Source: an optimization exercise on an open RTL-to-GDS flow (aim: small area). Production flows keep margins and buffers that such runs may drop.
Where RTL was checked, it was by simulation tests only, not by an equivalence proof against the original.
Power is estimated from default activity; no workload was simulated.

Design unum_adder, start of the top module:
module unum_adder(
	input clk,
	input[31:0] unum1,
	input[31:0] unum2,
	output[31:0] unum_o
);
Settings: LEC_CHECK=0, ABC_AREA=1, CAP_MARGIN=0, CORE_MARGIN=2, CORE_UTILIZATION=60, CTS_BUF_LIST=sky130_fd_sc_hd__clkbuf_8 sky130_fd_sc_hd__clkbuf_16, CTS_CLUSTER_DIAMETER=100, CTS_CLUSTER_SIZE=30, SLEW_MARGIN=0; clock period 4.5 ns.
standard.sh (not shown) runs the stock make flow with config.mk's settings and CLKGATE_MAP_FILE= SYNTH_SCRIPT=/design/flow/synth_recipe.tcl, a recipe that flattens the netlist after the stock synthesis.
==> flow/flow/run.sh <==
#!/bin/bash
# Own layout flow: the standard synthesis, then the combinational logic between the
# standard synthesis's registers is mapped again with ABC (the registers, their names
# and cells are kept): the logic feeding the registers named in AREA_FLOPS with an
# area-only mapper, the rest with a delay-bounded one. Then the standard layout steps.
# Ports are buffered with the smallest buffer.
set -euo pipefail
W=$(pwd)
R=$W/orfs/results/$FLOW_PLATFORM/unum_adder/base
LIB=$FLOW_HOME/platforms/$FLOW_PLATFORM/lib/sky130_fd_sc_hd__tt_025C_1v80.lib
YOSYS=$(dirname $(command -v yosys 2>/dev/null || echo /OpenROAD-flow-scripts/tools/install/yosys/bin/yosys))/yosys
[ -x "$YOSYS" ] || YOSYS=/OpenROAD-flow-scripts/tools/install/yosys/bin/yosys

bash standard.sh synth > $W/log_synth.txt 2>&1

python3 $W/flow/genmodels.py $LIB > $W/cell_models.v 2> $W/log_genmodels.txt
cp $R/1_2_yosys.v $W/standard_synth.v
FIX="topo;stime -c;buffer -c;upsize -c;dnsize -c"
ABC_SCRIPT=${ABC_SCRIPT:-"strash;dch;map -D 2300;$FIX"}
ABC_AREA_SCRIPT=${ABC_AREA_SCRIPT:-"strash;dch;amap -m;$FIX"}
AREA_FLOPS=${AREA_FLOPS:-"sum_4* sg_4* inf_4* sc_4* e_5* f_5* nz_5* sg_5* inf_5* r_6* sg_6* rnd_6* o_7*"}
echo "$ABC_SCRIPT" | tr ';' '\n' > $W/remap.abc
echo "$ABC_AREA_SCRIPT" | tr ';' '\n' > $W/remap_area.abc
SEL=""
for p in $AREA_FLOPS; do if [ -z "$SEL" ]; then SEL="c:$p"; else SEL="$SEL c:$p %u"; fi; done
DU=""
for c in $(grep -o "sky130_fd_sc_hd__probe\S*\|sky130_fd_sc_hd__lpflow\S*" $FLOW_HOME/platforms/$FLOW_PLATFORM/config.mk | sort -u); do DU="$DU -dont_use $c"; done
cat > $W/remap.ys <<EOT
read_verilog $W/cell_models.v
read_verilog $W/standard_synth.v
hierarchy -top $FLOW_TOP
flatten
opt_clean -purge
simplemap
opt -fast
select -set late $SEL %ci*:-sky130_fd_sc_hd__dfxtp_1[Q,CLK] t:\$_* %i
abc -liberty $LIB $DU -script $W/remap_area.abc @late
select -clear
abc -liberty $LIB $DU -script $W/remap.abc t:\$_*
opt_clean -purge
setundef -zero
splitnets
opt_clean -purge
hilomap -singleton -hicell sky130_fd_sc_hd__conb_1 HI -locell sky130_fd_sc_hd__conb_1 LO
opt_clean -purge
tee -o $W/remap_stat.txt stat -liberty $LIB
write_verilog -noattr -noexpr -nohex -nodec $R/1_2_yosys.v
EOT
$YOSYS -q -l $W/log_remap.txt -s $W/remap.ys > /dev/null 2>&1
rm -f $R/1_synth.odb
export BUFFER_PORTS_ARGS="-buffer_cell sky130_fd_sc_hd__buf_1"
bash standard.sh finish > $W/log_finish.txt 2>&1
Other scripts of this flow, unchanged in this note and not shown: flow/flow/genmodels.py
Change:
--- a/flow/flow/run.sh
+++ b/flow/flow/run.sh
@@ -19,4 +19,4 @@
 ABC_SCRIPT=${ABC_SCRIPT:-"strash;dch;map -D 2300;$FIX"}
-ABC_AREA_SCRIPT=${ABC_AREA_SCRIPT:-"strash;dch;amap -m;$FIX"}
-AREA_FLOPS=${AREA_FLOPS:-"sum_4* sg_4* inf_4* sc_4* e_5* f_5* nz_5* sg_5* inf_5* r_6* sg_6* rnd_6* o_7*"}
+ABC_AREA_SCRIPT=${ABC_AREA_SCRIPT:-"strash;dch;amap -m"}
+AREA_FLOPS=${AREA_FLOPS:-"sum_4* sg_4* inf_4* sc_4* e_5* f_5* nz_5* sg_5* inf_5* r_6* sg_6* rnd_6* o_7* fL_2* fS_2* scL_2* scS_2* sL_2* sS_2* inf_2* B_3* sg_3* sub_3* inf_3* sc_3* fL_3*"}
 echo "$ABC_SCRIPT" | tr ';' '\n' > $W/remap.abc
- GPL_TIMING_DRIVEN: default -> 0
Effect: Synthesized cell count goes down by 11%. Design area drops by 0.84%. Combinational power is about the same. First-iteration DRC count climbs by 21%.

Setup of juniper:
unum_adder, a different RTL version from the one above (not shown whole).
For scale: ~2,700 cells after synthesis, ~97 I/O pins.
==> flow/config.mk <==
export PLATFORM = sky130hd
export DESIGN_NAME = unum_adder
export DESIGN_NICKNAME = unum_adder
export VERILOG_FILES = /design/flow/design.v
export SDC_FILE = /design/flow/constraint.sdc
export NUM_CORES = 4
export LEC_CHECK = 0
export ABC_AREA = 1
export CAP_MARGIN = 0
export CORE_MARGIN = 2
export CORE_UTILIZATION = 60
export CTS_BUF_LIST = sky130_fd_sc_hd__clkbuf_8 sky130_fd_sc_hd__clkbuf_16
export CTS_CLUSTER_DIAMETER = 100
export CTS_CLUSTER_SIZE = 30
export SLEW_MARGIN = 0
==> flow/constraint.sdc <==
create_clock -name core_clock -period 4.5 [get_ports {clk}]
set_input_delay 0.9000 -clock core_clock [delete_from_list [all_inputs] [get_ports {clk}]]
set_output_delay 0.9000 -clock core_clock [all_outputs]
set_load 0.01 [all_outputs]
==> flow/flow/run.sh <==
#!/bin/bash
# Own layout flow: the standard synthesis, then the combinational logic between the
# standard synthesis's registers is mapped again with ABC (the registers, their names
# and cells are kept): the logic feeding the registers named in AREA_FLOPS with an
# area-only mapper, the rest with a delay-bounded one. Then the standard layout steps.
# Ports are buffered with the smallest buffer.
set -euo pipefail
W=$(pwd)
R=$W/orfs/results/$FLOW_PLATFORM/unum_adder/base
LIB=$FLOW_HOME/platforms/$FLOW_PLATFORM/lib/sky130_fd_sc_hd__tt_025C_1v80.lib
YOSYS=$(dirname $(command -v yosys 2>/dev/null || echo /OpenROAD-flow-scripts/tools/install/yosys/bin/yosys))/yosys
[ -x "$YOSYS" ] || YOSYS=/OpenROAD-flow-scripts/tools/install/yosys/bin/yosys

bash standard.sh synth > $W/log_synth.txt 2>&1

python3 $W/flow/genmodels.py $LIB > $W/cell_models.v 2> $W/log_genmodels.txt
cp $R/1_2_yosys.v $W/standard_synth.v
FIX="topo;stime -c;buffer -c;upsize -c;dnsize -c"
ABC_SCRIPT=${ABC_SCRIPT:-"strash;dch;map -D 2500;$FIX"}
ABC_AREA_SCRIPT=${ABC_AREA_SCRIPT:-"strash;dch;amap -m;$FIX"}
AREA_FLOPS=${AREA_FLOPS:-"sum_4* sg_4* inf_4* sc_4* e_5* f_5* nz_5* sg_5* inf_5* r_6* sg_6* rnd_6* o_7* fL_2* fS_2* scL_2* scS_2* sL_2* sS_2* inf_2* B_3* sg_3* sub_3* inf_3* sc_3* fL_3*"}
echo "$ABC_SCRIPT" | tr ';' '\n' > $W/remap.abc
echo "$ABC_AREA_SCRIPT" | tr ';' '\n' > $W/remap_area.abc
SEL=""
for p in $AREA_FLOPS; do if [ -z "$SEL" ]; then SEL="c:$p"; else SEL="$SEL c:$p %u"; fi; done
DU=""
for c in $(grep -o "sky130_fd_sc_hd__probe\S*\|sky130_fd_sc_hd__lpflow\S*" $FLOW_HOME/platforms/$FLOW_PLATFORM/config.mk | sort -u); do DU="$DU -dont_use $c"; done
cat > $W/remap.ys <<EOT
read_verilog $W/cell_models.v
read_verilog $W/standard_synth.v
hierarchy -top $FLOW_TOP
flatten
opt_clean -purge
simplemap
opt -fast
select -set late $SEL %ci*:-sky130_fd_sc_hd__dfxtp_1[Q,CLK] t:\$_* %i
abc -liberty $LIB $DU -script $W/remap_area.abc @late
select -clear
abc -liberty $LIB $DU -script $W/remap.abc t:\$_*
opt_clean -purge
setundef -zero
splitnets
opt_clean -purge
hilomap -singleton -hicell sky130_fd_sc_hd__conb_1 HI -locell sky130_fd_sc_hd__conb_1 LO
opt_clean -purge
tee -o $W/remap_stat.txt stat -liberty $LIB
write_verilog -noattr -noexpr -nohex -nodec $R/1_2_yosys.v
EOT
$YOSYS -q -l $W/log_remap.txt -s $W/remap.ys > /dev/null 2>&1
rm -f $R/1_synth.odb
export BUFFER_PORTS_ARGS="-buffer_cell sky130_fd_sc_hd__buf_1"
bash standard.sh finish > $W/log_finish.txt 2>&1
Other scripts of this flow, unchanged in this note and not shown: flow/flow/genmodels.py
The final report for juniper shows a completed flow and a layout that fails verification, specifically negative setup slack.
Input changes introduced in tundra (baseline for comparison: juniper):
-- flow/flow/run.sh --
<<< juniper, line 19
ABC_SCRIPT=${ABC_SCRIPT:-"strash;dch;map -D 2500;$FIX"}
>>> tundra, line 19
ABC_SCRIPT=${ABC_SCRIPT:-"strash;dch;map -D 2300;$FIX"}
Results
tundra ended with every stage complete and zero timing, DRC or antenna violations. Per the comparison of tundra with juniper, minimum setup slack after placement fell 170 ps; later-pin clock latency in the skew report fell 30 ps; total setup violations reported at the end of the flow fell 2; post-route worst setup slack rose 130 ps; endpoint required time on the critical path fell 40 ps. Between tundra and juniper, the difference in remaining global-route overflow is negligible. Final cell area: tundra below juniper. Diff tundra..juniper | count of nets left with antenna violations after detail routing | unchanged. As far as number of placed instances with taps included is concerned, tundra and juniper perform about the same. NOTE post-detailed-routing wire length juniper->tundra decreased slightly.
No run of this note included a check of the RTL's function; only the layout flow was run.

unum_adder with an RTL version that a note above also has.
Size in the first run: ~97 I/O pins, about 0.019 sq mm of cells after synthesis.
Settings: LEC_CHECK=0, ABC_AREA=1, CAP_MARGIN=0, CORE_MARGIN=2, CORE_UTILIZATION=60, CTS_BUF_LIST=sky130_fd_sc_hd__clkbuf_8 sky130_fd_sc_hd__clkbuf_16, CTS_CLUSTER_DIAMETER=100, CTS_CLUSTER_SIZE=30, SLEW_MARGIN=0; clock period 4.5 ns.
==> flow/flow/run.sh <==
#!/bin/bash
# Own layout flow: the standard synthesis, then the combinational logic between the
# standard synthesis's registers is mapped again with ABC (the registers, their names
# and cells are kept): the logic feeding the registers named in AREA_FLOPS with an
# area-only mapper, the rest with a delay-bounded one. Then the standard layout steps.
# Ports are buffered with the smallest buffer.
set -euo pipefail
W=$(pwd)
R=$W/orfs/results/$FLOW_PLATFORM/unum_adder/base
LIB=$FLOW_HOME/platforms/$FLOW_PLATFORM/lib/sky130_fd_sc_hd__tt_025C_1v80.lib
YOSYS=$(dirname $(command -v yosys 2>/dev/null || echo /OpenROAD-flow-scripts/tools/install/yosys/bin/yosys))/yosys
[ -x "$YOSYS" ] || YOSYS=/OpenROAD-flow-scripts/tools/install/yosys/bin/yosys

bash standard.sh synth > $W/log_synth.txt 2>&1

python3 $W/flow/genmodels.py $LIB > $W/cell_models.v 2> $W/log_genmodels.txt
cp $R/1_2_yosys.v $W/standard_synth.v
FIX="topo;stime -c;buffer -c;upsize -c;dnsize -c"
ABC_SCRIPT=${ABC_SCRIPT:-"strash;dch;map -D 2300;$FIX"}
ABC_AREA_SCRIPT=${ABC_AREA_SCRIPT:-"strash;dch;amap -m"}
AREA_FLOPS=${AREA_FLOPS:-"sum_4* sg_4* inf_4* sc_4* e_5* f_5* nz_5* sg_5* inf_5* r_6* sg_6* rnd_6* o_7* fL_2* fS_2* scL_2* scS_2* sL_2* sS_2* inf_2* B_3* sg_3* sub_3* inf_3* sc_3* fL_3*"}
echo "$ABC_SCRIPT" | tr ';' '\n' > $W/remap.abc
echo "$ABC_AREA_SCRIPT" | tr ';' '\n' > $W/remap_area.abc
SEL=""
for p in $AREA_FLOPS; do if [ -z "$SEL" ]; then SEL="c:$p"; else SEL="$SEL c:$p %u"; fi; done
DU=""
for c in $(grep -o "sky130_fd_sc_hd__probe\S*\|sky130_fd_sc_hd__lpflow\S*" $FLOW_HOME/platforms/$FLOW_PLATFORM/config.mk | sort -u); do DU="$DU -dont_use $c"; done
cat > $W/remap.ys <<EOT
read_verilog $W/cell_models.v
read_verilog $W/standard_synth.v
hierarchy -top $FLOW_TOP
flatten
opt_clean -purge
simplemap
opt -fast
select -set late $SEL %ci*:-sky130_fd_sc_hd__dfxtp_1[Q,CLK] t:\$_* %i
abc -liberty $LIB $DU -script $W/remap_area.abc @late
select -clear
abc -liberty $LIB $DU -script $W/remap.abc t:\$_*
opt_clean -purge
setundef -zero
splitnets
opt_clean -purge
hilomap -singleton -hicell sky130_fd_sc_hd__conb_1 HI -locell sky130_fd_sc_hd__conb_1 LO
opt_clean -purge
tee -o $W/remap_stat.txt stat -liberty $LIB
write_verilog -noattr -noexpr -nohex -nodec $R/1_2_yosys.v
EOT
$YOSYS -q -l $W/log_remap.txt -s $W/remap.ys > /dev/null 2>&1
rm -f $R/1_synth.odb
export BUFFER_PORTS_ARGS="-buffer_cell sky130_fd_sc_hd__buf_1"
bash standard.sh finish > $W/log_finish.txt 2>&1
Other scripts of this flow, unchanged in this note and not shown: flow/flow/genmodels.py
The baseline passed the timing, DRC and antenna checks.
Next try:
--- a/flow/flow/run.sh
+++ b/flow/flow/run.sh
@@ -19,3 +19,3 @@
 ABC_SCRIPT=${ABC_SCRIPT:-"strash;dch;map -D 2300;$FIX"}
-ABC_AREA_SCRIPT=${ABC_AREA_SCRIPT:-"strash;dch;amap -m"}
+ABC_AREA_SCRIPT=${ABC_AREA_SCRIPT:-"strash;dch;amap -m;$FIX"}
 AREA_FLOPS=${AREA_FLOPS:-"sum_4* sg_4* inf_4* sc_4* e_5* f_5* nz_5* sg_5* inf_5* r_6* sg_6* rnd_6* o_7* fL_2* fS_2* scL_2* scS_2* sL_2* sS_2* inf_2* B_3* sg_3* sub_3* inf_3* sc_3* fL_3*"}
--- a/flow/config.mk
+++ b/flow/config.mk
@@ -14,2 +14,3 @@
 export CTS_CLUSTER_SIZE = 30
+export GPL_TIMING_DRIVEN = 0
 export SLEW_MARGIN = 0
What happened: Die area increases by 3.3%. Register-to-register slack loses 0.12 ns. Sequential cell count stays the same. Design area climbs by 2.2%. Sequential share of layout area fell by 0.74 points. Worst hold slack gets worse by 0.016 ns. Cell count increases by 3.9%. Power goes up by about 4.5%.
Next try:
--- a/flow/flow/run.sh
+++ b/flow/flow/run.sh
@@ -20,3 +20,3 @@
 ABC_AREA_SCRIPT=${ABC_AREA_SCRIPT:-"strash;dch;amap -m;$FIX"}
-AREA_FLOPS=${AREA_FLOPS:-"sum_4* sg_4* inf_4* sc_4* e_5* f_5* nz_5* sg_5* inf_5* r_6* sg_6* rnd_6* o_7* fL_2* fS_2* scL_2* scS_2* sL_2* sS_2* inf_2* B_3* sg_3* sub_3* inf_3* sc_3* fL_3*"}
+AREA_FLOPS=${AREA_FLOPS:-"sum_4* sg_4* inf_4* sc_4* e_5* f_5* nz_5* sg_5* inf_5* r_6* sg_6* rnd_6* o_7*"}
 echo "$ABC_SCRIPT" | tr ';' '\n' > $W/remap.abc
==> flow/config.mk (replaced) <==
export PLATFORM = sky130hd
export DESIGN_NAME = unum_adder
export DESIGN_NICKNAME = unum_adder
export VERILOG_FILES = /design/flow/design.v
export SDC_FILE = /design/flow/constraint.sdc
export NUM_CORES = 4
export LEC_CHECK = 0
export ABC_AREA = 1
export CAP_MARGIN = 20
export CORE_MARGIN = 2
export CORE_UTILIZATION = 60
export CTS_BUF_LIST = sky130_fd_sc_hd__clkbuf_4 sky130_fd_sc_hd__clkbuf_8
export CTS_CLUSTER_SIZE = 30
export SLEW_MARGIN = 20
Result: The changed run produced a clean layout. Via count went down by a few percent. Worst hold slack got worse by 0.0061 ns. Synthesized cell count went up by a little under a tenth. Synthesized area climbs by a few percent. Cell area is higher by a few percent. Die area came out higher by a few percent. Routed wire length goes down by a few percent. Non-clock buffer count went down by 89.
Next try:
--- a/flow/flow/run.sh
+++ b/flow/flow/run.sh
@@ -18,3 +18,3 @@
 FIX="topo;stime -c;buffer -c;upsize -c;dnsize -c"
-ABC_SCRIPT=${ABC_SCRIPT:-"strash;dch;map -D 2300;$FIX"}
+ABC_SCRIPT=${ABC_SCRIPT:-"strash;dch;map -D 2000;$FIX"}
 ABC_AREA_SCRIPT=${ABC_AREA_SCRIPT:-"strash;dch;amap -m;$FIX"}
--- a/flow/config.mk
+++ b/flow/config.mk
@@ -11,3 +11,4 @@
 export CORE_UTILIZATION = 60
-export CTS_BUF_LIST = sky130_fd_sc_hd__clkbuf_4 sky130_fd_sc_hd__clkbuf_8
+export CTS_BUF_LIST = sky130_fd_sc_hd__clkbuf_8 sky130_fd_sc_hd__clkbuf_16
+export CTS_CLUSTER_DIAMETER = 100
 export CTS_CLUSTER_SIZE = 30
After rerunning: The new run completed without violations. Final area is lower by 2.7%. Synthesized cell count came out higher by 1.8%. Final cell count fell by 0.76%.
Next try:
--- a/flow/config.mk
+++ b/flow/config.mk
@@ -11,4 +11,3 @@
 export CORE_UTILIZATION = 60
-export CTS_BUF_LIST = sky130_fd_sc_hd__clkbuf_8 sky130_fd_sc_hd__clkbuf_16
-export CTS_CLUSTER_DIAMETER = 100
+export CTS_BUF_LIST = sky130_fd_sc_hd__clkbuf_4 sky130_fd_sc_hd__clkbuf_8
 export CTS_CLUSTER_SIZE = 30
After rerunning: Total power rises by a few percent; first-iteration DRC count went down by a few percent; combinational power stays flat; worst setup slack gets better by 0.084 ns; cell count increases by a few percent.
Next try:
--- a/flow/flow/run.sh
+++ b/flow/flow/run.sh
@@ -18,3 +18,3 @@
 FIX="topo;stime -c;buffer -c;upsize -c;dnsize -c"
-ABC_SCRIPT=${ABC_SCRIPT:-"strash;dch;map -D 2000;$FIX"}
+ABC_SCRIPT=${ABC_SCRIPT:-"strash;dch;map -D 2300;$FIX"}
 ABC_AREA_SCRIPT=${ABC_AREA_SCRIPT:-"strash;dch;amap -m;$FIX"}
--- a/flow/config.mk
+++ b/flow/config.mk
@@ -10,4 +10,5 @@
 export CORE_MARGIN = 2
-export CORE_UTILIZATION = 60
-export CTS_BUF_LIST = sky130_fd_sc_hd__clkbuf_4 sky130_fd_sc_hd__clkbuf_8
+export CORE_UTILIZATION = 75
+export CTS_BUF_LIST = sky130_fd_sc_hd__clkbuf_8 sky130_fd_sc_hd__clkbuf_16
+export CTS_CLUSTER_DIAMETER = 100
 export CTS_CLUSTER_SIZE = 30
Outcome: Via count came out higher by about 1.5%. Clock power came out lower by about 45%. Setup slack gets worse by 0.16 ns. Synthesized cell count came out lower by about 1.8%. Global-route usage came out higher by 6.3 points. Synthesized area came out lower by 0.72%. Routed wire length came out lower by 2.2%. Critical path depth came out higher by 2. Register-to-register slack gets worse by 0.02 ns. Design area came out lower by about 5%. Final cell count came out lower by 7.0%.

## separate check: timing with driven ports
The flow's constraints put no driver on any port. The routed layouts listed below were extracted and timed again, unchanged, in two steps.
Step 1 (the two cells are an assumption about what drives the block):
set clk [get_ports {clk}]
set_driving_cell -lib_cell sky130_fd_sc_hd__clkbuf_16 $clk
set_driving_cell -lib_cell sky130_fd_sc_hd__buf_2 [delete_from_list [all_inputs] $clk]
Step 2 times the ports against the registers' clock, not the clock port: input delays grow and output delays shrink by t, the midpoint of the rising clock arrivals with the driver on.
Three values: ideal ports, drivers, drivers and shift; two values: the first two.
run | t (ns) | slack for setup (ns) | worst setup path at the end | worst slew at a driven data input, ns
the first run of note 1 | 0.580 | 0.448 / 0.466 / -0.093 | input to register | 0.05
the second run of note 1 | 0.578 | 0.118 / 0.154 / -0.424 | input to register | 0.04
juniper | 0.582 | -0.048 / -0.048 / -0.048 | register to register | 0.04
tundra | 0.572 | 0.086 / 0.086 / -0.222 | input to register | 0.05
the first run of note 3 | 0.580 | 0.373 / 0.373 / -0.115 | input to register | 0.04
the second run of note 3 | 0.585 | 0.156 / 0.189 / -0.396 | input to register | 0.04
the third run of note 3 | 0.702 | 0.419 / 0.419 / -0.151 | input to register | 0.06
the fourth run of note 3 | 0.583 | 0.377 / 0.417 / -0.167 | input to register | 0.03
the fifth run of note 3 | 0.683 | 0.461 / 0.482 / -0.189 | input to register | 0.03
the sixth run of note 3 | 0.569 | 0.298 / 0.331 / -0.238 | input to register | 0.07
Met with ideal ports but missed after step 2: setup timing in 9 of these runs. The setup slack of the fifth run of note 3, which loses most, moves by +0.021 ns with the drivers and by -0.650 ns with both steps.
